Background: an optimization exercise with open tools, aiming at small area. Do not read the settings as production practice.
RTL that was checked went through simulation tests only; none was proved equivalent to the original.
The RTL of run 1 was laid out without a check of its function.
Power figures rest on the tool's default switching activity, not on a simulated workload.

==> flow/design.v <==
module clock_divider(
    input clk,
    input reset,
    output clk_1Hz,
    output clk_2Hz,
    output clk_3Hz,
    output clk_10Hz,
    output st_zero,              
    output st_lag                
);
    reg [6:0] st;                
    reg [2:0] b;
    reg [2:0] a;
    reg t2, t1;
    reg [10:0] c3;               
    reg t3;
    wire st_end = ~st[0] & ~st[1] & st[2] & st[3] & st[4] & ~st[5];           
    assign st_zero = ~st[1] & ~st[2] & st[3] & st[4] & st[5] & ~st[6];        
    assign st_lag  = ~st[0] & ~st[2] & ~st[3] & st[4] & ~st[5];               
    wire c3_end = c3[0] & c3[1] & c3[2] & ~c3[3] & c3[4] & c3[5] & ~c3[6]
                  & c3[7] & c3[8] & c3[9];                                    
    wire b_end = b[2];
    wire a_end = a[2];
    wire a_step = st_end & b_end;
    wire t2_step = a_step & a_end;
    assign clk_10Hz = t2 ^ a[0];
    assign clk_2Hz = t2;
    assign clk_1Hz = t1;
    assign clk_3Hz = t3;
    always @(posedge clk or posedge reset) begin
        if (reset) begin
            st <= 7'b0111000; b <= 0; a <= 0; t2 <= 0; t1 <= 0;
            c3 <= 11'b11101101110; t3 <= 0;
        end else begin
            st <= {st[5:0], ~(st[6] ^ st[0]) ^ st_end};
            if (st_end) b <= b_end ? 3'd0 : b + 3'd1;
            if (a_step) a <= a_end ? 3'd0 : a + 3'd1;
            if (t2_step) begin
                t2 <= ~t2;
                if (t2) t1 <= ~t1;
            end
            c3 <= {c3[9:0], ~(c3[10] ^ c3[1]) ^ c3_end};
            if (c3_end) t3 <= ~t3;
        end
    end
endmodule
`timescale 1ns / 1ps
module keypad_controller(
    input clk_100MHz,
    input reset,
    input st_zero,
    input st_lag,
    input [3:0] row,
    output [3:0] col,
    output reg [3:0] dec_out
    );
    reg [1:0] ci;
    reg first;
    assign col = first ? 4'b1111 : ~(4'b1000 >> ci);
    always @(posedge clk_100MHz or posedge reset)
        if (reset) begin
            ci <= 2'd3;
            first <= 1'b1;
            dec_out <= 4'b1111;
        end else begin
            first <= 1'b0;
            if (st_zero) ci <= ci + 2'd1;
            if (st_lag)
                case ({ci, row})
                    6'b00_0111: dec_out <= 4'h1;
                    6'b00_1011: dec_out <= 4'h4;
                    6'b00_1101: dec_out <= 4'h7;
                    6'b00_1110: dec_out <= 4'h0;
                    6'b01_0111: dec_out <= 4'h2;
                    6'b01_1011: dec_out <= 4'h5;
                    6'b01_1101: dec_out <= 4'h8;
                    6'b01_1110: dec_out <= 4'hF;
                    6'b10_0111: dec_out <= 4'h3;
                    6'b10_1011: dec_out <= 4'h6;
                    6'b10_1101: dec_out <= 4'h9;
                    6'b10_1110: dec_out <= 4'hE;
                    6'b11_0111: dec_out <= 4'hA;
                    6'b11_1011: dec_out <= 4'hB;
                    6'b11_1101: dec_out <= 4'hC;
                    6'b11_1110: dec_out <= 4'hD;
                    default: ;
                endcase
        end
endmodule
module game_controller(
    input clk,
    input reset,
    input select,
    input [15:0] switches,
    input [3:0] keypad_value,
    input clk_1Hz,
    input clk_2Hz,
    input clk_3Hz,
    input clk_10Hz,
    output [15:0] leds,
    output [3:0] disp_code,          
    output [2:0] highest_round,
    output reg display_mode
);
    localparam S_INIT = 2'd0, S_SHOW = 2'd1, S_INPUT = 2'd2, S_OVER = 2'd3;
    reg [1:0] gs;
    reg [2:0] cr;
    reg won, wr;
    reg [3:0] r0, r1, r2, r3, r4;
    reg k0, k4;
    reg [2:0] P;
    reg [3:0] D;
    reg ss, cmp;
    reg [15:0] ps;
    reg [31:0] rnd;
    reg pclk_prev;
    reg gol, la;
    reg sp, db;
    reg [7:0] scnt;
    reg pclk;
    always @(*) begin
        case (cr)
            3'd1, 3'd2: pclk = clk_1Hz;
            3'd3, 3'd4: pclk = clk_2Hz;
            3'd5, 3'd6: pclk = clk_3Hz;
            3'd7:       pclk = clk_10Hz;
            default:    pclk = clk_1Hz;
        endcase
    end
    wire edge_p = pclk & ~pclk_prev;
    reg [2:0] L;
    always @(*) begin
        case (cr)
            3'd0: L = 3'd1;
            3'd1: L = wr ? 3'd2 : 3'd1;
            3'd2: L = wr ? 3'd3 : 3'd2;
            3'd3: L = 3'd4;
            default: L = 3'd5;
        endcase
    end
    wire lt3 = ~cr[2] & ~(cr[1] & cr[0]);
    reg [3:0] rP;
    reg kP;
    always @(*) begin
        case (P)
            3'd0: begin rP = r0; kP = k0 & lt3; end
            3'd1: begin rP = r1; kP = ~lt3; end
            3'd2: begin rP = r2; kP = 1'b0; end
            3'd3: begin rP = r3; kP = 1'b1; end
            default: begin rP = r4; kP = k4 & (cr == 3'd4); end
        endcase
    end
    wire [15:0] onehot = 16'd1 << rP;
    wire Pvalid = (P < L);
    wire [2:0] Pn = P + 3'd1;
    wire says_done = D[0] & D[1];
    wire show_led = (gs == S_SHOW) & says_done & (P != 3'd7) & ~kP;
    assign leds = {16{la}} | (show_led ? onehot : 16'd0);
    wire [2:0] crm1 = cr - 3'd1;
    reg [3:0] gcode;
    always @(*) begin
        case (gs)
            S_INIT: gcode = (won && crm1 != 0) ? {1'b0, crm1} : 4'd8;
            S_SHOW:
                if (!says_done)
                    gcode = ss ? 4'd9 : ((won && crm1 != 0) ? {1'b0, crm1} : 4'd8);
                else if (P == 3'd7)
                    gcode = 4'd8;
                else
                    gcode = kP ? 4'd0 : 4'd8;
            default: gcode = (cr != 0) ? {1'b0, cr} : 4'd8;
        endcase
    end
    assign disp_code = gcode;
    assign highest_round = cr + {2'b0, won};
    wire [31:0] S = rnd;
    wire f1 = S[31] ^ S[21] ^ S[1] ^ S[0];
    wire f2 = S[30] ^ S[20] ^ S[0] ^ f1;
    wire f3 = S[29] ^ S[19] ^ f1 ^ f2;
    wire f4 = S[28] ^ S[18] ^ f2 ^ f3;
    wire [2:0] n = cr + 3'd1;
    wire gen = (n == 3'd0) | (n == 3'd3) | n[2] & (n[1] | n[0]);
    reg [3:0] says_load;
    always @(*) begin
        case (S[3:0])
            4'd0, 4'd5, 4'd10, 4'd15: says_load = 4'd4;
            4'd1, 4'd6, 4'd11:        says_load = 4'd5;
            4'd2, 4'd7, 4'd12:        says_load = 4'd1;
            4'd3, 4'd8, 4'd13:        says_load = 4'd8;
            default:                  says_load = 4'd14;
        endcase
    end
    wire d_last = D[0] & D[3];
    wire sw_diff = (switches != ps);
    wire sw_match = ((switches ^ ps) == onehot);
    wire key_match = (keypad_value == rP);
    always @(posedge clk) pclk_prev <= pclk;
    always @(posedge clk or posedge reset)
        if (reset) gol <= 1'b0;
        else gol <= (gs == S_OVER) & clk_2Hz;
    wire sel_start = select & ~sp & ~db;
    wire sel_end = scnt[0] & ~scnt[1] & ~scnt[2] & ~scnt[3] & ~scnt[4] & ~scnt[5] & scnt[6];
    always @(posedge clk or posedge reset) begin
        if (reset) begin
            sp <= 0; db <= 0; display_mode <= 0;
        end else begin
            sp <= select;
            if (sel_start) db <= 1'b1;
            else if (db & sel_end) begin
                db <= 1'b0;
                if (select) display_mode <= ~display_mode;
            end
        end
    end
    always @(posedge clk)
        scnt <= db ? {scnt[6:0], ~(scnt[7] ^ scnt[2])} : 8'd0;
    always @(posedge clk or posedge reset) begin
        if (reset) begin
            rnd <= 32'hABCDEF01;
            gs <= S_INIT;
            cr <= 3'd1;
            won <= 1'b0;
            wr <= 1'b0;
            r0 <= 4'd1;
            k0 <= 1'b0;
            la <= 1'b0;
        end else begin
            rnd <= {rnd[30:0], rnd[31] ^ rnd[27] ^ rnd[23] ^ rnd[19]};
            la <= gol;
            case (gs)
                S_INIT: gs <= S_SHOW;
                S_SHOW: if (says_done & edge_p & ~(Pn < L)) gs <= S_INPUT;
                S_INPUT:
                    if (!Pvalid) begin
                        gs <= S_INIT;
                        cr <= n;
                        won <= 1'b1;
                        if (n == 3'd0) wr <= 1'b1;
                        if (gen) r0 <= S[3:0];
                        if (n == 3'd0) k0 <= ~S[31];
                    end else if (!kP) begin
                        if (!cmp && sw_diff && !sw_match) gs <= S_OVER;
                    end else begin
                        if (!cmp && !key_match) gs <= S_OVER;
                    end
                default: ;
            endcase
        end
    end
    always @(posedge clk) begin
        case (gs)
            S_INIT: begin
                P <= 3'd7;
                D <= says_load;
                ss <= 1'b0;
            end
            S_SHOW:
                if (!says_done) begin
                    ss <= ~(edge_p & d_last);
                    if (edge_p) D <= {D[2:0], ~(D[3] ^ D[0])};
                end else if (edge_p) begin
                    if (Pn < L) P <= Pn;
                    else begin
                        P <= 3'd0;
                        ps <= switches;
                        cmp <= 1'b0;
                    end
                end
            S_INPUT:
                if (!Pvalid) begin
                    if (gen) begin
                        r1 <= {S[2:0], f1};
                        r2 <= {S[1:0], f1, f2};
                        r3 <= {S[0], f1, f2, f3};
                        r4 <= {f1, f2, f3, f4};
                    end
                    if (n == 3'd1 || (n == 3'd2 && !wr)) r1 <= S[3:0];
                    if (n == 3'd2 && wr) r2 <= S[3:0];
                    if (n == 3'd4) begin r4 <= S[3:0]; k4 <= S[31]; end
                end else if (!kP) begin
                    if (!cmp) begin
                        if (sw_diff) begin
                            ps <= switches;
                            if (sw_match) cmp <= 1'b1;
                        end
                    end else if (!sw_diff) begin
                        P <= Pn;
                        cmp <= 1'b0;
                    end
                end else begin
                    if (!cmp) begin
                        if (key_match) cmp <= 1'b1;
                    end else begin
                        P <= Pn;
                        cmp <= 1'b0;
                    end
                end
            default: ;
        endcase
    end
endmodule
module seven_segment_controller(
    input clk,
    input reset,
    input display_mode,
    input [3:0] disp_code,
    input [2:0] highest_round,
    output reg [6:0] seg,
    output reg [3:0] an
);
    localparam CHAR_BLANK = 7'b1111111;
    reg [6:0] refresh_counter;
    reg [1:0] digit_select;
    reg [3:0] code;
    wire rc_end = ~refresh_counter[0] & ~refresh_counter[1] & ~refresh_counter[2]
                  & ~refresh_counter[3] & ~refresh_counter[4];               
    always @(posedge clk or posedge reset) begin
        if (reset) begin
            refresh_counter <= 7'b1000001;
            digit_select <= 0;
            code <= 4'd8;
        end else begin
            refresh_counter <= {refresh_counter[5:0], ~(refresh_counter[6] ^ refresh_counter[2]) ^ rc_end};
            if (rc_end) digit_select <= digit_select + 2'd1;
            code <= display_mode ? {1'b0, highest_round} : disp_code;
        end
    end
    wire says = (code == 4'd9);
    reg [6:0] dig0;
    always @(*) begin
        case (code)
            4'd0: dig0 = 7'b1000000;
            4'd1: dig0 = 7'b1111001;
            4'd2: dig0 = 7'b0100100;
            4'd3: dig0 = 7'b0110000;
            4'd4: dig0 = 7'b0011001;
            4'd5: dig0 = 7'b0010010;
            4'd6: dig0 = 7'b0000010;
            4'd7: dig0 = 7'b1111000;
            4'd9: dig0 = 7'b0010010;    
            default: dig0 = CHAR_BLANK;
        endcase
    end
    always @(*) begin
        case (digit_select)
            2'b00: begin an = 4'b1110; seg = dig0; end
            2'b01: begin an = 4'b1101; seg = says ? 7'b0010001 : CHAR_BLANK; end   
            2'b10: begin an = 4'b1011; seg = says ? 7'b0001000 : CHAR_BLANK; end   
            2'b11: begin an = 4'b0111; seg = says ? 7'b0010010 : CHAR_BLANK; end   
        endcase
    end
endmodule
module simon_says_top(
    input clk,               
    input reset,             
    input select,            
    input [15:0] switches,   
    input [3:0] rows,        
    output [3:0] cols,       
    output [15:0] leds,      
    output [6:0] seg,        
    output [3:0] an          
);
    wire clk_1Hz, clk_2Hz, clk_3Hz, clk_10Hz;
    wire st_zero, st_lag;
    wire [3:0] w_dec;
    wire [3:0] disp_code;
    wire [2:0] highest_round;
    wire display_mode;
    clock_divider clock_div (
        .clk(clk),
        .reset(reset),
        .clk_1Hz(clk_1Hz),
        .clk_2Hz(clk_2Hz),
        .clk_3Hz(clk_3Hz),
        .clk_10Hz(clk_10Hz),
        .st_zero(st_zero),
        .st_lag(st_lag)
    );
    keypad_controller keypad_ctrl (
        .clk_100MHz(clk),
        .reset(reset),
        .st_zero(st_zero),
        .st_lag(st_lag),
        .row(rows),
        .col(cols),
        .dec_out(w_dec)
    );
    game_controller game_ctrl (
        .clk(clk),
        .reset(reset),
        .select(select),
        .switches(switches),
        .keypad_value(w_dec),
        .clk_1Hz(clk_1Hz),
        .clk_2Hz(clk_2Hz),
        .clk_3Hz(clk_3Hz),
        .clk_10Hz(clk_10Hz),
        .leds(leds),
        .disp_code(disp_code),
        .highest_round(highest_round),
        .display_mode(display_mode)
    );
    seven_segment_controller seg_ctrl (
        .clk(clk),
        .reset(reset),
        .display_mode(display_mode),
        .disp_code(disp_code),
        .highest_round(highest_round),
        .seg(seg),
        .an(an)
    );
endmodule
==> flow/flow/run.sh <==
#!/bin/bash
set -euo pipefail
sed 's|CLKGATE_MAP_FILE= |CLKGATE_MAP_FILE= ADDER_MAP_FILE= BUFFER_PORTS_ARGS="-buffer_cell sky130_fd_sc_hd__buf_1" CTS_ARGS="-sink_clustering_enable -repair_clock_nets -dont_use_dummy_load" |' standard.sh > standard_custom.sh
bash standard_custom.sh finish > flow_make.log 2>&1
==> flow/standard.sh <==
#!/bin/bash
# synth_recipe.tcl (not shown) runs the flow's synth.tcl, then flattens the netlist and writes it again
# the make line also repeats each setting of config.mk as NAME=value (left out here)
make -C /OpenROAD-flow-scripts/flow DESIGN_CONFIG=/design/flow/config.mk WORK_HOME=/design/flow/orfs CLKGATE_MAP_FILE= SYNTH_SCRIPT=/design/flow/synth_recipe.tcl "${@:-finish}"
==> flow/config.mk <==
export PLATFORM = sky130hd
export DESIGN_NAME = simon_says_top
export DESIGN_NICKNAME = simon_says_top
export VERILOG_FILES = /design/flow/design.v
export SDC_FILE = /design/flow/constraint.sdc
export NUM_CORES = 4
export LEC_CHECK = 0
export ABC_AREA = 1
export CAP_MARGIN = 20
export CORE_MARGIN = 2
export CORE_UTILIZATION = 40
export PLACE_DENSITY = 0.6
export SLEW_MARGIN = 20
==> flow/constraint.sdc <==
create_clock -name core_clock -period 10.0 [get_ports {clk}]
set_input_delay 2.0000 -clock core_clock [delete_from_list [all_inputs] [get_ports {clk}]]
set_output_delay 2.0000 -clock core_clock [all_outputs]
set_load 0.01 [all_outputs]
==> results.sh, run 1 <==
export IMPL_outcome="no timing/DRC/antenna violations"
export IMPL_dpl_cell_count=1056
export IMPL_clk_transition_reported_paths_ns=0.07
export IMPL_setup_violations=0
export IMPL_critical_path_max_fanout=16
export IMPL_synthDistinctLibCells=49
export IMPL_syn_area_sq_um=7140
export IMPL_grt_max_degree=50
export IMPL_initialDrtViolationCount=249
export IMPL_cts_hold_buffers=0
export IMPL_clockPowerShare_pct=43.3
export IMPL_post_cts_resized_instances=0
export IMPL_finalClockSkew_ns=0.0236
export IMPL_clock_root_buffer="clkbuf_16"
export IMPL_cell_internal_power_mw=0.922
export IMPL_fp_dieH_um=138
export IMPL_antenna_left=0
export IMPL_async_flop_share_pct=65.3
export IMPL_cts_tree="yes"
export IMPL_sequential_cell_area_sq_um=3890
export IMPL_design_die_area_sq_um=18900
export IMPL_core_sq_um=17400
export IMPL_power_static_leakage_nw=3.41
export IMPL_grt_util_all_layers_pct=16.0
export IMPL_cts_made_buffers=17
export IMPL_nFillCells=1688
export IMPL_buffer_ports_inserted=53
export IMPL_max_freq_mhz=209
export IMPL_firstDrtPassIters=5
export IMPL_h_tree_lvls=4
export IMPL_timing_hold_violations_final=0
export IMPL_power_switching_share_pct=19.5
export IMPL_synth_seq_area_share_pct=54.6
export IMPL_synth_net_count=815
export IMPL_syn_instance_count=792
export IMPL_grt_first_pass_wirelength_um=23800
export IMPL_timing_critical_path_arrival_ns=2.79
export IMPL_post_layout_instance_count_excluding_filler_cells=1073
export IMPL_finalNetCount=873
export IMPL_synth_yosys_warnings=4
export IMPL_worstSetupPathType="reg -> out"
export IMPL_timing_hold_worst_class="reg -> reg"
export IMPL_wp_data_required_ns=8.00
export IMPL_worst_path_max_delay_cell="dfstp_2"
export IMPL_postSynthRegisterBits=147
export IMPL_dp_hpwl_um=10200
export IMPL_critical_path_cell_chain="nand2_1, inv_2, nor2_2, nand3_1, o311ai_0, and2_1, inv_1, nand4_1, o21ai_0, buf_1"
export IMPL_clockBufferDepth=2
export IMPL_routed_vias=5279
export IMPL_footprint_of_the_multi_input_gates_sq_um=2690
export IMPL_antenna_violations_before_repair=0
export IMPL_synthToLayoutAreaGrowth_pct=11.3
export IMPL_synth_avg_cell_area_sq_um=9.01
export IMPL_layout_worst_path_cycle_share_pct=47.9
export IMPL_antennaDiodeCount=0
export IMPL_drt_total_wl_um=14000
export IMPL_timing_critical_path_from_type="flip-flop"
export IMPL_post_cts_repair_setup_buffers=0
export IMPL_slew_viol_final=0
export IMPL_worst_skew_pair_late_latency_ns=0.42
export IMPL_gp_routability_congestion=0.843
export IMPL_pwr_share_comb_pct=2.5
export IMPL_placedInstanceArea_sq_um=7520
export IMPL_total_power_mw=1.14
export IMPL_clkSinkCount=147
export IMPL_worst_hold_slack_ns=0.344
export IMPL_drcViolationCount=0
export IMPL_routed_wire_length_per_instance_um=13.0
export IMPL_timing_slew_headroom_pct=50.4
export IMPL_cellPowerDensity_nw_per_um2=144
export IMPL_max_cap_violations=0
export IMPL_placement_rows=48
export IMPL_die_w_um=138
export IMPL_worstMarginPinSlew_ns=0.739
export IMPL_post_drt_via_cell_ratio=4.92
export IMPL_top_level_ports=54
export IMPL_max_vdd_ir_drop_uv=110
export IMPL_floorplan_initialDensity_pct=41.1
export IMPL_ys_dominant_reg_cell="dfrtp_1"
export IMPL_finalInstanceArea_sq_um=7940
export IMPL_critical_path_max_stage_delay_ns=0.63
export IMPL_drive_gt1_share_pct=11.8
export IMPL_endpoint_kind="output port"
export IMPL_grt_setup_unrepaired="no"
export IMPL_netSwitchingPower_mw=0.223
export IMPL_first_global_vias=4948
export IMPL_synth_edff_count=42
export IMPL_final_setup_tns_ns=0
export IMPL_seqPwrFrac_pct=54.2
export IMPL_grt_remaining_overflow=0
export IMPL_clock_period_minus_final_worst_setup_slack_ns=4.79
[Yosys cell counts (9+ instances only)]
cell type | count | share of area, %
inv_1 | 104 | 5.5
o21ai_0 | 58 | 4.1
nand2_1 | 160 | 8.4
dfstp_2 | 41 | 15
xor2_1 | 22 | 2.7
a21oi_1 | 20 | 1.4
edfxtp_1 | 42 | 18
dfxtp_1 | 9 | 2.5
nand4_1 | 28 | 2.5
dfrtp_1 | 55 | 19
xnor2_1 | 26 | 3.2
nand3_1 | 43 | 3.0
nor2_1 | 81 | 4.3
[registers in the layout (all words and copies together) (netlist names), 7 cells and up]
register / cells
game_ctrl.ps: 16
game_ctrl.rnd: 32
seg_ctrl.refresh_counter: 7
clock_div.st: 7
game_ctrl.scnt: 8
clock_div.c3: 11
[placed cells by master (no fill, tap or decap), types with 20 or more instances in the layout]
cell type / synthesis / final
inv_1: 104 / 103
dfrtp_1: 55 / 55
buf_1: 0 / 53
o21ai_0: 58 / 58
nor2_1: 81 / 81
dfstp_2: 41 / 41
edfxtp_1: 42 / 42
nand3_1: 43 / 43
nand4_1: 28 / 28
xor2_1: 22 / 22
xnor2_1: 26 / 26
nand2_1: 160 / 160
a21oi_1: 20 / 20
[power groups by stage]
| stage | combinational (mW) | sequential [mW] | clock (mW) |
|---|---|---|---|
| after detailed placement | 0.0291 | 0.630 | 0 |
| after CTS | 0.0295 | 0.620 | 0.511 |
| final | 0.0288 | 0.620 | 0.496 |
| after floorplan | 0.0186 | 0.630 | 0 |
| after global routing | 0.0337 | 0.619 | 0.538 |
| after global placement | 0.0290 | 0.630 | 0 |
[logic make-up (layout without fill, tap and decap cells)]
group	Yosys count	in the layout	share of synthesized area [%]
AO/OA/AOI/OAI	113	113	9.50
XOR/XNOR	48	48	5.89
buffers and inverters	130	186	7.77
other	1	1	0.0525
flip-flops	147	147	54.6
AND/OR/NAND/NOR	353	353	22.2
[area by class of cell]
| cell class | instances | share of cell area, % |
|---|---|---|
| clock buffer | 17 | 5.36 |
| inverter | 114 | 5.45 |
| multi-input combinational | 515 | 33.9 |
| sequential | 147 | 49.0 |
| tap | 225 | 3.54 |
| timing repair buffer | 55 | 2.69 |
[routing by layer]
metal | track usage [%] | vias to the layer above | part of all wire [%]
li1 | - | 2687 | -
met1 | 22.1 | 2452 | 49
met2 | 25.0 | 129 | 46
met3 | 3.72 | 11 | 4.9
met4 | 5.15 | 0 | 0.92
met5 | 0 | - | 0
[stage by stage]
| stage | setup slack [ns] | utilization (%) |
|---|---|---|
| after global placement | 5.75 | 43.3 |
| after CTS | 5.19 | 45.8 |
| after global routing | 4.92 | 45.8 |
| after detailed placement | 5.63 | 43.3 |
| final | 5.21 | 45.8 |
| after floorplan | 5.56 | - |
[critical path: cells and delay by family, from the launching register on]
| family | cells | cell delay (ns) |
|---|---|---|
| DFF | 1 | 0.63 |
| AOI/OAI and AO/OA | 2 | 0.44 |
| and+or+nand+nor | 5 | 0.92 |
| buffers and inverters | 3 | 0.39 |
[path summary, 6_finish.rpt]
path                                 start                          end  slack [ns]  depth (start not counted)
min                        clock_div.c3[9]             clock_div.c3[10]        0.34                          0
max in group asynchronous            reset              game_ctrl.r0[1]        7.32                          3
min reg2reg                clock_div.c3[9]             clock_div.c3[10]        0.34                          0
min in group asynchronous            reset  seg_ctrl.refresh_counter[1]        1.63                          2
max reg2reg                game_ctrl.cr[0]              game_ctrl.r1[0]        6.85                         14
max                        game_ctrl.cr[0]                      leds[5]        5.21                         10
==> inputs of run 2 (changes only) <==
--- a/flow/design.v
+++ b/flow/design.v
@@ -105,7 +105,8 @@
     localparam S_INIT = 2'd0, S_SHOW = 2'd1, S_INPUT = 2'd2, S_OVER = 2'd3;
     reg [1:0] gs;
     reg [2:0] cr;
-    reg won, wr;
+    reg wr;
+    wire won = ~(cr == 3'd1) | wr;     
     reg [3:0] r0, r1, r2, r3, r4;
     reg k0, k4;
     reg [2:0] P;
@@ -160,15 +161,15 @@
     reg [3:0] gcode;
     always @(*) begin
         case (gs)
-            S_INIT: gcode = (won && crm1 != 0) ? {1'b0, crm1} : 4'd8;
+            S_INIT: gcode = {crm1 == 3'd0, crm1};
             S_SHOW:
                 if (!says_done)
-                    gcode = ss ? 4'd9 : ((won && crm1 != 0) ? {1'b0, crm1} : 4'd8);
+                    gcode = ss ? 4'd9 : {crm1 == 3'd0, crm1};
                 else if (P == 3'd7)
                     gcode = 4'd8;
                 else
                     gcode = kP ? 4'd0 : 4'd8;
-            default: gcode = (cr != 0) ? {1'b0, cr} : 4'd8;
+            default: gcode = {cr == 3'd0, cr};
         endcase
     end
     assign disp_code = gcode;
@@ -191,8 +192,10 @@
         endcase
     end
     wire d_last = D[0] & D[3];
-    wire sw_diff = (switches != ps);
-    wire sw_match = ((switches ^ ps) == onehot);
+    wire [15:0] toggled = switches ^ ps;
+    wire sw_diff = |toggled;
+    wire sw_bad = |(toggled & ~onehot);
+    wire sw_match = ~sw_bad;
     wire key_match = (keypad_value == rP);
     always @(posedge clk) pclk_prev <= pclk;
     always @(posedge clk or posedge reset)
@@ -219,7 +222,6 @@
             rnd <= 32'hABCDEF01;
             gs <= S_INIT;
             cr <= 3'd1;
-            won <= 1'b0;
             wr <= 1'b0;
             r0 <= 4'd1;
             k0 <= 1'b0;
@@ -234,12 +236,11 @@
                     if (!Pvalid) begin
                         gs <= S_INIT;
                         cr <= n;
-                        won <= 1'b1;
                         if (n == 3'd0) wr <= 1'b1;
                         if (gen) r0 <= S[3:0];
                         if (n == 3'd0) k0 <= ~S[31];
                     end else if (!kP) begin
-                        if (!cmp && sw_diff && !sw_match) gs <= S_OVER;
+                        if (!cmp && sw_bad) gs <= S_OVER;
                     end else begin
                         if (!cmp && !key_match) gs <= S_OVER;
                     end
==> flow/flow/run.sh (replaced) <==
#!/bin/bash
set -euo pipefail
sed 's|CLKGATE_MAP_FILE= |CLKGATE_MAP_FILE= ADDER_MAP_FILE= BUFFER_PORTS_ARGS="-buffer_cell sky130_fd_sc_hd__buf_1" CTS_ARGS="-sink_clustering_enable -repair_clock_nets -dont_use_dummy_load -buf_list sky130_fd_sc_hd__clkbuf_8 -sink_clustering_size 30 -sink_clustering_max_diameter 150" |' standard.sh > standard_custom.sh
bash standard_custom.sh finish > flow_make.log 2>&1
==> results.sh, run 2 <==
export IMPL_syn_area_sq_um=6760
export IMPL_h_tree_lvls=4
export IMPL_grt_setup_unrepaired="no"
export IMPL_largest_register_ffs=32
export IMPL_mostFrequentLayoutCell="nand2_1"
export IMPL_layout_worst_path_cycle_share_pct=48.2
export IMPL_outcome="no timing/DRC/antenna violations"
export IMPL_async_flop_share_pct=65.1
export IMPL_buffer_ports_inserted=53
export IMPL_clkSinkCount=146
export IMPL_max_freq_mhz=208
export IMPL_timing_hold_worst_class="reg -> reg"
export IMPL_crit_reg2reg_launch="game_ctrl.cr[0]"
export IMPL_worst_r2r_path_depth=13
export IMPL_post_cts_resized_instances=0
export IMPL_initialDrtViolationCount=324
export IMPL_dominant_cell_type_by_count_on_the_critical_path="nand2_1"
export IMPL_wp_data_required_ns=8.00
export IMPL_drcViolationCount=0
export IMPL_power_static_leakage_nw=3.14
export IMPL_final_cell_mix="150 x nand2_1, 80 x inv_1, 65 x nor2_1"
export IMPL_dp_hpwl_um=9490
export IMPL_top_level_ports=54
export IMPL_regToRegSetupSlack_ns=6.92
export IMPL_floorplan_initialDensity_pct=40.9
export IMPL_critical_path_max_fanout=16
export IMPL_grt_first_pass_wirelength_um=21400
export IMPL_synth_seq_area_share_pct=57.3
export IMPL_worst_skew_pair_late_latency_ns=0.43
export IMPL_finalNetCount=809
export IMPL_cts_made_buffers=17
export IMPL_die_w_um=134
export IMPL_endpoint_kind="output port"
export IMPL_clock_root_buffer="clkbuf_8"
export IMPL_holdPathStages=0
export IMPL_design_die_area_sq_um=17900
export IMPL_hp_start="game_ctrl.gol"
export IMPL_syn_instance_count=725
export IMPL_ys_dominant_reg_cell="dfrtp_1"
export IMPL_fp_dieH_um=134
export IMPL_postSynthRegisterBits=146
export IMPL_timing_critical_path_from_type="flip-flop"
export IMPL_cellPowerDensity_nw_per_um2=130
export IMPL_clockBufferDepth=2
export IMPL_registers_with_the_highest_flip_flop_counts="game_ctrl.rnd: 32 flops, game_ctrl.ps: 16 flops, clock_div.c3: 11 flops"
export IMPL_synth_net_count=748
export IMPL_first_global_vias=4547
export IMPL_synthToLayoutAreaGrowth_pct=9.71
export IMPL_post_cts_repair_setup_buffers=0
export IMPL_post_drt_via_cell_ratio=4.84
export IMPL_synthDistinctLibCells=47
export IMPL_antenna_left=0
export IMPL_setup_violations=0
export IMPL_cts_tree="yes"
export IMPL_critical_path_max_stage_delay_ns=0.61
export IMPL_drive_gt1_share_pct=12.0
export IMPL_slew_viol_final=0
export IMPL_max_cap_violations=0
export IMPL_final_setup_tns_ns=0
export IMPL_core_sq_um=16500
export IMPL_clk_transition_reported_paths_ns=0.08
export IMPL_timing_slew_headroom_pct=41.4
export IMPL_grt_util_all_layers_pct=15.0
export IMPL_cts_hold_buffers=0
export IMPL_critical_path_cell_chain="nand2_1, nand2_1, inv_2, a31oi_1, o31ai_1, nand2_1, nand4_1, o21ai_0, buf_1"
export IMPL_worstSetupPathType="reg -> out"
export IMPL_routed_wire_length_per_instance_um=12.8
export IMPL_clock_period_minus_final_worst_setup_slack_ns=4.82
export IMPL_yosys_cell_count_top_type="nand2_1"
export IMPL_max_vdd_ir_drop_uv=73.2
export IMPL_synth_avg_cell_area_sq_um=9.32
export IMPL_grt_max_degree=73
export IMPL_finalClockSkew_ns=0.0299
export IMPL_timing_rr_end="game_ctrl.r1[1]"
export IMPL_synth_area_leader_cell="dfrtp_1"
export IMPL_synth_yosys_warnings=4
export IMPL_gp_routability_congestion=0.850
export IMPL_timing_hold_violations_final=0
export IMPL_routed_vias=4855
export IMPL_antennaDiodeCount=0
export IMPL_worst_path_max_delay_cell="dfstp_2"
export IMPL_synth_largest_type_area_fraction_pct=20.0
export IMPL_worst_hold_slack_ns=0.333
export IMPL_drt_total_wl_um=12800
export IMPL_total_power_mw=0.966
export IMPL_footprint_of_the_multi_input_gates_sq_um=2470
export IMPL_antenna_violations_before_repair=0
export IMPL_timing_critical_path_arrival_ns=2.82
export IMPL_synth_top_cells_by_area="dfrtp_1 20%, edfxtp_1 19%, dfstp_2 16%"
export IMPL_holdPathEnd="game_ctrl.la"
export IMPL_nFillCells=1650
export IMPL_firstDrtPassIters=5
export IMPL_synth_commonest_cells="150 x nand2_1, 81 x inv_1, 65 x nor2_1"
export IMPL_sequential_cell_area_sq_um=3870
export IMPL_regMostFlops="game_ctrl.rnd"
export IMPL_grt_remaining_overflow=0
export IMPL_worstMarginPinSlew_ns=0.879
export IMPL_synth_edff_count=42
export IMPL_placement_rows=47
-- run 2: changes by cell type after synthesis, sizes merged, moves of 3 or more --
cell / before / now
buf: 10 / 6
o21ai: 66 / 70
a21oi: 21 / 16
nand3: 45 / 40
nor4: 2 / 5
xnor2: 26 / 14
inv: 113 / 91
xor2: 22 / 34
nand2: 167 / 156
nor2: 93 / 73
nand4: 28 / 20
-- run 2: worst max-delay path: cells and delay by family, from the launching register on --
family | cells | cell delay [ns]
and+or+nand+nor | 4 | 0.86
AOI/OAI and AO/OA | 3 | 0.63
DFF | 1 | 0.61
buffers and inverters | 2 | 0.27
-- run 2: layout make-up --
type	count	area share (%)
Multi-Input combinational cell	474	33.3
Inverter	92	4.69
Timing Repair Buffer	55	2.89
Tap cell	220	3.71
Sequential cell	146	52.2
Clock buffer	17	3.16
-- run 2: worst max path at each step --
stage / startpoint / end / cells past startpoint
after global placement: game_ctrl.cr[0] / leds[10] / 9
after CTS: game_ctrl.cr[0] / leds[10] / 9
after global routing: game_ctrl.cr[0] / leds[10] / 9
final: game_ctrl.cr[0] / leds[10] / 9
after detailed placement: game_ctrl.cr[0] / leds[10] / 9
after floorplan: reset / clock_div.a[0] / 1
-- run 2: layer usage --
layer,track usage [%],part of all wire (%)
met1,20.5,50
met2,23.5,45
met3,3.93,4.4
met4,4.49,0.45
met5,0,0
-- run 2: power breakdown --
part           switching [mW]  internal, mW
registers            0.000574         0.614
clock network           0.178         0.150
logic                  0.0167       0.00683
-- run 2: kinds of logic (layout without fill, tap and decap cells) --
| kind of cell | count (synthesis) | count (layout) | synth area share [%] |
|---|---|---|---|
| compound gates | 112 | 112 | 9.46 |
| xor+xnor | 48 | 48 | 6.22 |
| fa+ha+maj | 1 | 1 | 0.148 |
| buf+inv | 105 | 164 | 6.22 |
| flops | 146 | 146 | 57.3 |
| other cells | 1 | 1 | 0.0555 |
| simple gates | 312 | 312 | 20.6 |
-- run 2: per-stage QoR --
| step | utilization [%] | setup WS [ns] | cell area (sq um) | instances |
|---|---|---|---|---|
| after floorplan | - | 5.59 | 6760 | 725 |
| after global placement | 43.4 | 5.72 | 7180 | 987 |
| after detailed placement | 43.4 | 5.61 | 7180 | 987 |
| after CTS | 44.8 | 5.11 | 7410 | 1004 |
| after global routing | 44.8 | 4.86 | 7410 | 1004 |
| final | 44.8 | 5.18 | 7410 | 1004 |
==> inputs of run 3 (changes only) <==
==> flow/flow/run.sh (replaced) <==
#!/bin/bash
set -euo pipefail
sed 's|CLKGATE_MAP_FILE= |CLKGATE_MAP_FILE= ADDER_MAP_FILE= BUFFER_PORTS_ARGS="-buffer_cell sky130_fd_sc_hd__buf_1" CTS_ARGS="-repair_clock_nets -dont_use_dummy_load -buf_list sky130_fd_sc_hd__clkbuf_8" |' standard.sh > standard_custom.sh
bash standard_custom.sh finish > flow_make.log 2>&1
==> results.sh, run 3 <==
export IMPL_synth_commonest_cells="150 x nand2_1, 81 x inv_1, 65 x nor2_1"
export IMPL_grt_remaining_overflow=0
export IMPL_floorplan_initialDensity_pct=40.9
export IMPL_routed_vias=4855
export IMPL_dominant_cell_type_by_count_on_the_critical_path="nand2_1"
export IMPL_synthToLayoutAreaGrowth_pct=9.71
export IMPL_post_cts_repair_setup_buffers=0
export IMPL_dominant_delay_contributor_by_cell_family_on_the_critical_path="simple AND/OR/NAND/NOR gates"
export IMPL_synth_top_cells_by_area="dfrtp_1 20%, edfxtp_1 19%, dfstp_2 16%"
export IMPL_synth_seq_area_share_pct=57.3
export IMPL_clkSinkCount=146
export IMPL_synth_area_leader_cell="dfrtp_1"
export IMPL_endpoint_kind="output port"
export IMPL_synth_largest_type_area_fraction_pct=20.0
export IMPL_async_flop_share_pct=65.1
export IMPL_power_static_leakage_nw=3.14
export IMPL_max_cap_violations=0
export IMPL_buffer_ports_inserted=53
export IMPL_cts_made_buffers=17
export IMPL_wp_data_required_ns=8.00
export IMPL_postSynthRegisterBits=146
export IMPL_die_w_um=134
export IMPL_clockBufferDepth=2
export IMPL_clock_period_minus_final_worst_setup_slack_ns=4.82
export IMPL_antenna_violations_before_repair=0
export IMPL_timing_hold_violations_final=0
export IMPL_setup_violations=0
export IMPL_drcViolationCount=0
export IMPL_max_freq_mhz=208
export IMPL_ys_dominant_reg_cell="dfrtp_1"
export IMPL_finalNetCount=809
export IMPL_initialDrtViolationCount=324
export IMPL_placement_setup_worst_slack_ns=5.61
export IMPL_cts_tree="yes"
export IMPL_gp_routability_congestion=0.850
export IMPL_final_setup_tns_ns=0
export IMPL_antenna_left=0
export IMPL_antennaDiodeCount=0
export IMPL_timing_hold_worst_class="reg -> reg"
export IMPL_cts_hold_buffers=0
export IMPL_routed_wire_length_per_instance_um=12.8
export IMPL_regMostFlops="game_ctrl.rnd"
export IMPL_placement_rows=47
export IMPL_worstSetupPathType="reg -> out"
export IMPL_cellPowerDensity_nw_per_um2=130
export IMPL_grt_first_pass_wirelength_um=21400
export IMPL_critical_path_buf_inv_count=2
export IMPL_yosys_cell_count_top_type="nand2_1"
export IMPL_clock_root_buffer="clkbuf_8"
export IMPL_synth_avg_cell_area_sq_um=9.32
export IMPL_drt_total_wl_um=12800
export IMPL_slew_viol_final=0
export IMPL_seqPwrFrac_pct=63.7
export IMPL_nFillCells=1650
export IMPL_registers_with_the_highest_flip_flop_counts="game_ctrl.rnd: 32 flops, game_ctrl.ps: 16 flops, clock_div.c3: 11 flops"
export IMPL_grt_setup_unrepaired="no"
export IMPL_dp_hpwl_um=9490
export IMPL_h_tree_lvls=4
export IMPL_worst_path_max_delay_cell="dfstp_2"
export IMPL_netSwitchingPower_mw=0.195
export IMPL_worst_skew_pair_late_latency_ns=0.43
export IMPL_layout_worst_path_cycle_share_pct=48.2
export IMPL_drive_gt1_share_pct=12.0
export IMPL_worstMarginPinSlew_ns=0.879
export IMPL_grt_max_degree=73
export IMPL_synth_net_count=748
export IMPL_critical_path_max_fanout=16
export IMPL_fp_dieH_um=134
export IMPL_final_cell_mix="150 x nand2_1, 80 x inv_1, 65 x nor2_1"
export IMPL_post_drt_via_cell_ratio=4.84
export IMPL_top_level_ports=54
export IMPL_synth_edff_count=42
export IMPL_power_switching_share_pct=20.2
export IMPL_core_sq_um=16500
export IMPL_synthDistinctLibCells=47
export IMPL_firstDrtPassIters=5
export IMPL_critical_path_max_stage_delay_ns=0.61
export IMPL_clockPowerShare_pct=33.9
export IMPL_grt_util_all_layers_pct=15.0
export IMPL_timing_slew_headroom_pct=41.4
export IMPL_largest_register_ffs=32
export IMPL_syn_instance_count=725
export IMPL_design_die_area_sq_um=17900
export IMPL_pwr_share_comb_pct=2.4
export IMPL_final_critical_path_setup_slack_ns=5.18
export IMPL_finalClockSkew_ns=0.0299
export IMPL_synth_yosys_warnings=4
export IMPL_cell_internal_power_mw=0.771
export IMPL_timing_critical_path_from_type="flip-flop"
export IMPL_clk_transition_reported_paths_ns=0.08
export IMPL_timing_critical_path_arrival_ns=2.82
export IMPL_post_cts_resized_instances=0
export IMPL_first_global_vias=4547
export IMPL_critical_path_cell_chain="nand2_1, nand2_1, inv_2, a31oi_1, o31ai_1, nand2_1, nand4_1, o21ai_0, buf_1"
export IMPL_mostFrequentLayoutCell="nand2_1"
export IMPL_max_vdd_ir_drop_uv=73.2
export IMPL_outcome="no timing/DRC/antenna violations"
export IMPL_syn_area_sq_um=6760
-- run 3: cell counts in the layout (fill, tap and decap cells not counted) --
No cell type changed its count.
-- run 3: logic make-up (layout without fill, tap and decap cells) --
logic type | Yosys count | in the layout | synth area share, %
AOI/OAI and AO/OA | 112 | 112 | 9.46
xor gates and xnor gates | 48 | 48 | 6.22
adders and majority gates | 1 | 1 | 0.148
buffers and inverters | 105 | 164 | 6.22
DFF | 146 | 146 | 57.3
other | 1 | 1 | 0.0555
and+or+nand+nor | 312 | 312 | 20.6
-- run 3: layer usage --
metal  up-vias  routed length, um  GRT usage, %
met4         0                 58          4.49
li1       2504                  -             -
met5         -                  0             0
met3         5                562          3.93
met1      2245               6420          20.5
met2       101               5790          23.5
-- run 3: path summary, 6_finish.rpt --
| kind | from | end | slack, ns | cells past startpoint |
|---|---|---|---|---|
| worst min register to register | game_ctrl.gol | game_ctrl.la | 0.33 | 0 |
| worst max register to register | game_ctrl.cr[0] | game_ctrl.r1[1] | 6.92 | 13 |
| worst max-delay path | game_ctrl.cr[0] | leds[10] | 5.18 | 9 |
| worst min-delay path | game_ctrl.gol | game_ctrl.la | 0.33 | 0 |
| min in group asynchronous | reset | seg_ctrl.refresh_counter[2] | 1.50 | 2 |
| max in group asynchronous | reset | clock_div.t1 | 7.30 | 3 |
-- run 3: area by class of cell --
class | count | area, sq um | area share, %
Sequential cell | 146 | 3870 | 52.2
Multi-Input combinational cell | 474 | 2470 | 33.3
Inverter | 92 | 348 | 4.69
Tap cell | 220 | 275 | 3.71
Clock buffer | 17 | 234 | 3.16
Timing Repair Buffer | 55 | 214 | 2.89
-- run 3: per-stage QoR --
stage               power (mW)  hold WS, ns  util, %  std cells  cell area, sq um
detailed placement       0.650        0.335     43.4        987              7180
CTS                      0.984        0.334     44.8       1004              7410
finish                   0.966        0.333     44.8       1004              7410
global route              1.01        0.342     44.8       1004              7410
floorplan                0.640        0.331        -        725              6760
global placement         0.650        0.332     43.4        987              7180
-- run 3: power groups by stage --
stage / Sequential [mW] / Combinational (mW) / Clock [mW]
floorplan: 0.626 / 0.0145 / 0
global placement: 0.626 / 0.0242 / 0
detailed placement: 0.626 / 0.0242 / 0
CTS: 0.615 / 0.0244 / 0.344
global route: 0.615 / 0.0276 / 0.367
finish: 0.615 / 0.0235 / 0.327
==> inputs of run 4 (changes only) <==
==> flow/flow/run.sh (replaced) <==
#!/bin/bash
set -euo pipefail
sed 's|CLKGATE_MAP_FILE= |CLKGATE_MAP_FILE= ADDER_MAP_FILE= BUFFER_PORTS_ARGS="-buffer_cell sky130_fd_sc_hd__buf_1" CTS_ARGS="-sink_clustering_enable -repair_clock_nets -dont_use_dummy_load -buf_list sky130_fd_sc_hd__clkbuf_8 -sink_clustering_size 40 -sink_clustering_max_diameter 400" |' standard.sh > standard_custom.sh
bash standard_custom.sh finish > flow_make.log 2>&1
==> results.sh, run 4 <==
export IMPL_timing_critical_path_from_type="flip-flop"
export IMPL_total_power_mw=0.966
export IMPL_top_level_ports=54
export IMPL_cts_tree="yes"
export IMPL_synth_area_leader_cell="dfrtp_1"
export IMPL_endpoint_kind="output port"
export IMPL_placement_rows=47
export IMPL_critical_path_max_fanout=16
export IMPL_worstSetupPathType="reg -> out"
export IMPL_layout_worst_path_cycle_share_pct=48.2
export IMPL_mostFrequentLayoutCell="nand2_1"
export IMPL_grt_util_all_layers_pct=15.0
export IMPL_worst_r2r_path_depth=13
export IMPL_dp_hpwl_um=9490
export IMPL_antenna_violations_before_repair=0
export IMPL_clkSinkCount=146
export IMPL_synthDistinctLibCells=47
export IMPL_slew_viol_final=0
export IMPL_outcome="no timing/DRC/antenna violations"
export IMPL_buffer_ports_inserted=53
export IMPL_fp_dieH_um=134
export IMPL_synth_commonest_cells="150 x nand2_1, 81 x inv_1, 65 x nor2_1"
export IMPL_clock_root_buffer="clkbuf_8"
export IMPL_first_global_vias=4547
export IMPL_h_tree_lvls=4
export IMPL_grt_remaining_overflow=0
export IMPL_cellPowerDensity_nw_per_um2=130
export IMPL_synth_largest_type_area_fraction_pct=20.0
export IMPL_routed_vias=4855
export IMPL_drive_gt1_share_pct=12.0
export IMPL_routed_wire_length_per_instance_um=12.8
export IMPL_worst_hold_slack_ns=0.333
export IMPL_sequential_cell_area_sq_um=3870
export IMPL_nFillCells=1650
export IMPL_antenna_left=0
export IMPL_timing_slew_headroom_pct=41.4
export IMPL_ys_dominant_reg_cell="dfrtp_1"
export IMPL_grt_max_degree=73
export IMPL_synth_avg_cell_area_sq_um=9.32
export IMPL_power_static_leakage_nw=3.14
export IMPL_clockBufferDepth=2
export IMPL_worstMarginPinSlew_ns=0.879
export IMPL_setup_violations=0
export IMPL_floorplan_initialDensity_pct=40.9
export IMPL_registers_with_the_highest_flip_flop_counts="game_ctrl.rnd: 32 flops, game_ctrl.ps: 16 flops, clock_div.c3: 11 flops"
export IMPL_initialDrtViolationCount=324
export IMPL_critical_path_startpoint="game_ctrl.cr[0]"
export IMPL_placedInstanceArea_sq_um=7180
export IMPL_postSynthRegisterBits=146
export IMPL_timing_hold_violations_final=0
export IMPL_grt_setup_unrepaired="no"
export IMPL_core_sq_um=16500
export IMPL_finalInstanceArea_sq_um=7410
export IMPL_synth_yosys_warnings=4
export IMPL_timing_hold_worst_class="reg -> reg"
export IMPL_synth_top_cells_by_area="dfrtp_1 20%, edfxtp_1 19%, dfstp_2 16%"
export IMPL_regToRegSetupSlack_ns=6.92
export IMPL_synth_net_count=748
export IMPL_grt_first_pass_wirelength_um=21400
export IMPL_final_cell_mix="150 x nand2_1, 80 x inv_1, 65 x nor2_1"
export IMPL_footprint_of_the_multi_input_gates_sq_um=2470
export IMPL_post_cts_repair_setup_buffers=0
export IMPL_timing_rr_end="game_ctrl.r1[1]"
export IMPL_max_freq_mhz=208
export IMPL_firstDrtPassIters=5
export IMPL_syn_instance_count=725
export IMPL_post_cts_resized_instances=0
export IMPL_largest_register_ffs=32
export IMPL_cts_hold_buffers=0
export IMPL_synth_edff_count=42
export IMPL_syn_area_sq_um=6760
export IMPL_max_vdd_ir_drop_uv=73.2
export IMPL_yosys_cell_count_top_type="nand2_1"
export IMPL_finalNetCount=809
export IMPL_async_flop_share_pct=65.1
export IMPL_timing_critical_path_arrival_ns=2.82
export IMPL_cts_made_buffers=17
export IMPL_clock_period_minus_final_worst_setup_slack_ns=4.82
export IMPL_worst_skew_pair_late_latency_ns=0.43
export IMPL_clk_transition_reported_paths_ns=0.08
export IMPL_drt_total_wl_um=12800
export IMPL_design_die_area_sq_um=17900
export IMPL_hp_start="game_ctrl.gol"
export IMPL_gp_routability_congestion=0.850
export IMPL_synthToLayoutAreaGrowth_pct=9.71
export IMPL_wp_data_required_ns=8.00
export IMPL_crit_reg2reg_launch="game_ctrl.cr[0]"
export IMPL_final_setup_tns_ns=0
export IMPL_post_drt_via_cell_ratio=4.84
export IMPL_finalClockSkew_ns=0.0299
export IMPL_holdPathStages=0
export IMPL_antennaDiodeCount=0
export IMPL_die_w_um=134
export IMPL_max_cap_violations=0
export IMPL_drcViolationCount=0
export IMPL_holdPathEnd="game_ctrl.la"
export IMPL_regMostFlops="game_ctrl.rnd"
export IMPL_synth_seq_area_share_pct=57.3
## run 4: cell counts after synthesis
No cell type changed its count.
## run 4: per-stage QoR
stage,cells,worst slack [ns],utilization [%]
CTS,1004,5.11,44.8
global route,1004,4.86,44.8
global placement,987,5.72,43.4
detailed placement,987,5.61,43.4
finish,1004,5.18,44.8
floorplan,725,5.59,-
## run 4: cell type report
class | instances | area share (%)
multi-input cells | 474 | 33.3
repair buffers | 55 | 2.89
clock buffers | 17 | 3.16
flip-flops and latches | 146 | 52.2
inverters | 92 | 4.69
well taps | 220 | 3.71
## run 4: worst max-delay path, cell delays in order, from the launching register on
cell	delay, ns
dfstp_2	0.61
nand2_1	0.09
nand2_1	0.17
inv_2	0.09
a31oi_1	0.14
o31ai_1	0.09
nand2_1	0.15
nand4_1	0.45
o21ai_0	0.40
buf_1	0.18
## run 4: cell families (layout without fill, tap and decap cells)
family | count (synthesis) | count (layout) | synth area share, %
and+or+nand+nor | 312 | 312 | 20.6
DFF | 146 | 146 | 57.3
AOI/OAI and AO/OA | 112 | 112 | 9.46
buffers and inverters | 105 | 164 | 6.22
xor gates and xnor gates | 48 | 48 | 6.22
adders and majority gates | 1 | 1 | 0.148
other | 1 | 1 | 0.0555
## run 4: worst max path at each step
stage,cells past startpoint,endpoint
after floorplan,1,clock_div.a[0]
after global placement,9,leds[10]
after detailed placement,9,leds[10]
after CTS,9,leds[10]
after global routing,9,leds[10]
final,9,leds[10]
## run 4: power by group
group          internal [mW]  switching [mW]
registers              0.614        0.000574
logic                0.00683          0.0167
clock network          0.150           0.178
total                  0.771           0.195
## run 4: metal layers
layer  track usage [%]  up-vias  wire length (um)
met3              3.93        5               562
met5                 0        -                 0
li1                  -     2504                 -
met4              4.49        0                58
met1              20.5     2245              6420
met2              23.5      101              5790

[afterwards: timing with drivers on the ports]
Ports are ideal in the flow. The routed layouts listed here were re-timed in OpenROAD.
Step 1 (the two cells are an assumption about what drives the block):
set clk [get_ports {clk}]
set_driving_cell -lib_cell sky130_fd_sc_hd__clkbuf_16 $clk
set_driving_cell -lib_cell sky130_fd_sc_hd__buf_2 [delete_from_list [all_inputs] $clk]
Step 2 times the ports against the registers' clock, not the clock port: input delays grow and output delays shrink by t, the midpoint of the rising clock arrivals with the driver on.
a / b / c = no drivers / after step 1 / after step 2; a / b = the first two.
run	shift t [ns]	setup slack, ns	worst setup path at the end	slew at the worst register clock pin (ns)	worst data-port slew with drivers (ns)
run 1	0.448	5.213 / 5.172 / 5.620	register to output	0.07 / 0.07	0.04
run 2	0.455	5.181 / 5.146 / 5.601	register to output	0.08 / 0.08	0.03
run 3	0.455	5.181 / 5.146 / 5.601	register to output	0.08 / 0.08	0.03
run 4	0.455	5.181 / 5.146 / 5.601	register to output	0.08 / 0.08	0.03
After both steps every run listed still meets setup and hold.
